Background: an optimization exercise with open tools, aiming at small area, a short achievable clock period and few clock cycles. Do not read the settings as production practice.
At most, simulation tests tie the RTL to the original design; equivalence was not proved.

==> run R: inputs <==
// CONV
module  CONV(
            input		  clk,
            input		  reset,
            output		  busy,
            input		  ready,
            output [11:0] iaddr,
            input  [19:0] idata,
            output	 	  cwr,
            output [11:0] caddr_wr,
            output [19:0] cdata_wr,
            output	 	  crd,
            output [11:0] caddr_rd,
            input  [19:0] cdata_rd,
            output [ 2:0] csel
        );
clock: 10.0 ns
lec_check: 0
cap_margin: 20
core_margin: 2
core_utilization: 40
cts_cluster_diameter: 100
cts_cluster_size: 25
slew_margin: 20
synth_hierarchical: 1
standard.sh (not shown) runs the stock make flow with config.mk's settings and CLKGATE_MAP_FILE= SYNTH_SCRIPT=/design/flow/synth_recipe.tcl, a recipe that flattens the netlist after the stock synthesis.
==> flow/flow/run.sh <==
#!/bin/bash
# Own layout flow: the standard flow (standard.sh, unchanged synthesis,
# floorplan, power grid and tap cells), with buf_2 cells as the port buffers
# instead of the delay buffer buffer_ports picks by default, and repair_timing
# aiming for 6.8 ns of setup slack.
# The full make/ORFS output goes to flow_standard.log in the work folder;
# ORFS also keeps a log per step under orfs/logs.
set -euo pipefail
bash standard.sh \
  "BUFFER_PORTS_ARGS=-buffer_cell sky130_fd_sc_hd__buf_2" \
  SETUP_SLACK_MARGIN=6.8 \
  finish > flow_standard.log 2>&1
==> run Z (differences from run R) <==
--- a/flow/design.v
+++ b/flow/design.v
@@ -21,15 +21,15 @@
 reg  [3:0] rr;         
 reg  [3:0] ws;         
 reg  [6:0] wq;         
 reg  [3:0] wr;         
 reg        cwr_r, csel1_r;
 reg [11:0] caddr_wr_r, caddr_rd_r;
 reg [19:0] cdata_wr_r;
-reg [19:0] rb, pm, pa_r;
+reg [19:0] pm, pa_r;
 assign busy     = busy_r;
 assign iaddr    = {ry[5:0], rx[5:0]};
 assign cwr      = cwr_r;
 assign caddr_wr = caddr_wr_r;
 assign cdata_wr = cdata_wr_r;
 assign crd      = busy_r;
 assign caddr_rd = caddr_rd_r;
@@ -2214,15 +2214,15 @@
 wire [6:0] pt    = wq2 - 7'd3;
 wire [4:0] pi    = pt[5:1];        
 wire       ph    = pt[0];          
 wire [3:0] psx   = wlow ? ws - 4'd1 : ws;
 wire       pact  = wq != 7'd2 && !(ws == 4'd0 && wlow);
 wire       l0we  = wq != 7'd0 && ws != 4'd8;
 wire [6:0] wx    = wq - 7'd1;
-wire [19:0] pmax = (rb > pm) ? rb : pm;
+wire [19:0] pmax = (cdata_rd > pm) ? cdata_rd : pm;
 always @(posedge clk or posedge reset) begin
     if (reset) begin
         busy_r  <= 1'b0;
         wact    <= 1'b0;
         cwr_r   <= 1'b0;
         csel1_r <= 1'b0;
     end else begin
@@ -2258,21 +2258,20 @@
     end else
         wr <= wr + 4'd1;
     if (wr[3])
         caddr_wr_r <= {2'b00, psx[2:0], ph, wr[0], pi};
     else
         caddr_wr_r <= {ws[2:0], wr[2:0], wx[5:0]};
     caddr_rd_r <= {psx[2:0], ph, wr[2], wr[0], pi, wr[1]};
-    cdata_wr_r <= wr[3] ? (wr[0] ? pmax : pa_r) : relu;
-    rb <= cdata_rd;
-    if (wr == 4'd2 || wr == 4'd6)
-        pm <= rb;
-    else
+    cdata_wr_r <= wr[3] ? (wr[0] ? pm : pa_r) : relu;
+    if (wr == 4'd1 || wr == 4'd5)
+        pm <= cdata_rd;
+    else if (wr != 4'd9)
         pm <= pmax;
-    if (wr == 4'd5)
+    if (wr == 4'd4)
         pa_r <= pmax;
 end
 endmodule
 module CONV_fa(input a, input b, input c, output s, output co);
 assign s  = a ^ b ^ c;
 assign co = (a & b) | (a & c) | (b & c);
 endmodule
==> flow/flow/run.sh (replaced) <==
#!/bin/bash
# Own layout flow: the standard flow (standard.sh, unchanged synthesis,
# floorplan, power grid and tap cells), with buf_2 cells as the port buffers
# instead of the delay buffer buffer_ports picks by default.
# The full make/ORFS output goes to flow_standard.log in the work folder;
# ORFS also keeps a log per step under orfs/logs.
set -euo pipefail
bash standard.sh \
  "BUFFER_PORTS_ARGS=-buffer_cell sky130_fd_sc_hd__buf_2" \
  finish > flow_standard.log 2>&1
==> run X (differences from run R) <==
--- a/flow/design.v
+++ b/flow/design.v
@@ -21,15 +21,15 @@
 reg  [3:0] rr;         
 reg  [3:0] ws;         
 reg  [6:0] wq;         
 reg  [3:0] wr;         
 reg        cwr_r, csel1_r;
 reg [11:0] caddr_wr_r, caddr_rd_r;
 reg [19:0] cdata_wr_r;
-reg [19:0] rb, pm, pa_r;
+reg [19:0] pm, pa_r;
 assign busy     = busy_r;
 assign iaddr    = {ry[5:0], rx[5:0]};
 assign cwr      = cwr_r;
 assign caddr_wr = caddr_wr_r;
 assign cdata_wr = cdata_wr_r;
 assign crd      = busy_r;
 assign caddr_rd = caddr_rd_r;
@@ -2214,15 +2214,15 @@
 wire [6:0] pt    = wq2 - 7'd3;
 wire [4:0] pi    = pt[5:1];        
 wire       ph    = pt[0];          
 wire [3:0] psx   = wlow ? ws - 4'd1 : ws;
 wire       pact  = wq != 7'd2 && !(ws == 4'd0 && wlow);
 wire       l0we  = wq != 7'd0 && ws != 4'd8;
 wire [6:0] wx    = wq - 7'd1;
-wire [19:0] pmax = (rb > pm) ? rb : pm;
+wire [19:0] pmax = (cdata_rd > pm) ? cdata_rd : pm;
 always @(posedge clk or posedge reset) begin
     if (reset) begin
         busy_r  <= 1'b0;
         wact    <= 1'b0;
         cwr_r   <= 1'b0;
         csel1_r <= 1'b0;
     end else begin
@@ -2258,21 +2258,20 @@
     end else
         wr <= wr + 4'd1;
     if (wr[3])
         caddr_wr_r <= {2'b00, psx[2:0], ph, wr[0], pi};
     else
         caddr_wr_r <= {ws[2:0], wr[2:0], wx[5:0]};
     caddr_rd_r <= {psx[2:0], ph, wr[2], wr[0], pi, wr[1]};
-    cdata_wr_r <= wr[3] ? (wr[0] ? pmax : pa_r) : relu;
-    rb <= cdata_rd;
-    if (wr == 4'd2 || wr == 4'd6)
-        pm <= rb;
-    else
+    cdata_wr_r <= wr[3] ? (wr[0] ? pm : pa_r) : relu;
+    if (wr == 4'd1 || wr == 4'd5)
+        pm <= cdata_rd;
+    else if (wr != 4'd9)
         pm <= pmax;
-    if (wr == 4'd5)
+    if (wr == 4'd4)
         pa_r <= pmax;
 end
 endmodule
 module CONV_fa(input a, input b, input c, output s, output co);
 assign s  = a ^ b ^ c;
 assign co = (a & b) | (a & c) | (b & c);
 endmodule
==> flow/run.sh (new file) <==
#!/bin/bash
# synth_recipe.tcl (not shown) runs the flow's synth.tcl, then flattens the netlist and writes it again
# the make line also repeats each setting of config.mk as NAME=value (left out here)
make -C /OpenROAD-flow-scripts/flow DESIGN_CONFIG=/design/flow/config.mk WORK_HOME=/design/flow/orfs CLKGATE_MAP_FILE= SYNTH_SCRIPT=/design/flow/synth_recipe.tcl finish
==> flow/config.mk (replaced) <==
export PLATFORM = sky130hd
export DESIGN_NAME = CONV
export DESIGN_NICKNAME = CONV
export VERILOG_FILES = /design/flow/design.v
export SDC_FILE = /design/flow/constraint.sdc
export NUM_CORES = 4
export LEC_CHECK = 0
export CAP_MARGIN = 20
export CORE_MARGIN = 2
export CORE_UTILIZATION = 40
export SLEW_MARGIN = 20
export SYNTH_HIERARCHICAL = 1
removed: flow/flow/run.sh
removed: flow/standard.sh
==> run summary <==
metric                                                             run X       run R       run Z
Final standard cell area without fillers                      50,400 µm²  48,700 µm²  47,900 µm²
Inserted Clock Buffers                                                95          47          46
Initial DRC count                                                  1,561       2,140       1,818
Xor and xnor fraction of the mapped netlist area                   1.01%       1.00%       1.01%
Via density                                                         4.97        4.94        4.89
Total number of tap cells                                          1,476       1,488       1,476
Routed length per placed instance                                28.7 µm     27.3 µm     27.0 µm
Cell variety after synth                                              61          66          61
Hpwl dp                                                        99,900 µm   94,400 µm   93,000 µm
Maximum number of pins on one net before global-route repair          40          46          40
WL met2                                                        60,100 µm   54,500 µm   55,000 µm
Highest Clock Rate                                             0.223 GHz   0.308 GHz   0.248 GHz
Worst Path Arrival                                               4.92 ns     3.79 ns     4.44 ns
Status                                          timing/DRC/antenna clean  timing/DRC/antenna clean  timing/DRC/antenna clean
Utilization after layout                                           46.1%       44.1%       43.9%
Layout cells sized above 1                                         7.19%       10.7%       7.62%
Testbench counts of run Z, summed over its fixed seeds: cycles 94,302.
Testbench counts of run X, summed over its fixed seeds: cycles 94,302.
For run R, only the layout was checked, not whether the RTL still works.

-- what the ideal ports hide --
The results above use ideal ports. As a check the final layouts listed here were re-extracted and re-timed, cells and wires unchanged. Step 1 assumes that a clkbuf_16 drives the clock port and a buf_2 every other input. Step 2 adds t to the input delays and takes it off the output delays; t is the mean of the earliest and latest rising clock arrival at the registers after step 1. Input paths then give back, and output paths get back, about the clock's delay inside the block. a / b / c = ideal / step 1 / step 2; a / b = the first two.
run | t (ns) | setup slack, ns | cell pins on the clock port's net
run R | 0.709 | 6.754 / 6.735 / 6.754 | 1
run Z | 0.710 | 5.970 / 6.010 / 5.300 | 1
run X | 0.753 | 5.511 / 5.564 / 4.811 | 1
After both steps every run listed still meets setup and hold. For run X, which loses most, drivers alone change the setup slack by +0.053 ns; drivers and shift together by -0.700 ns.
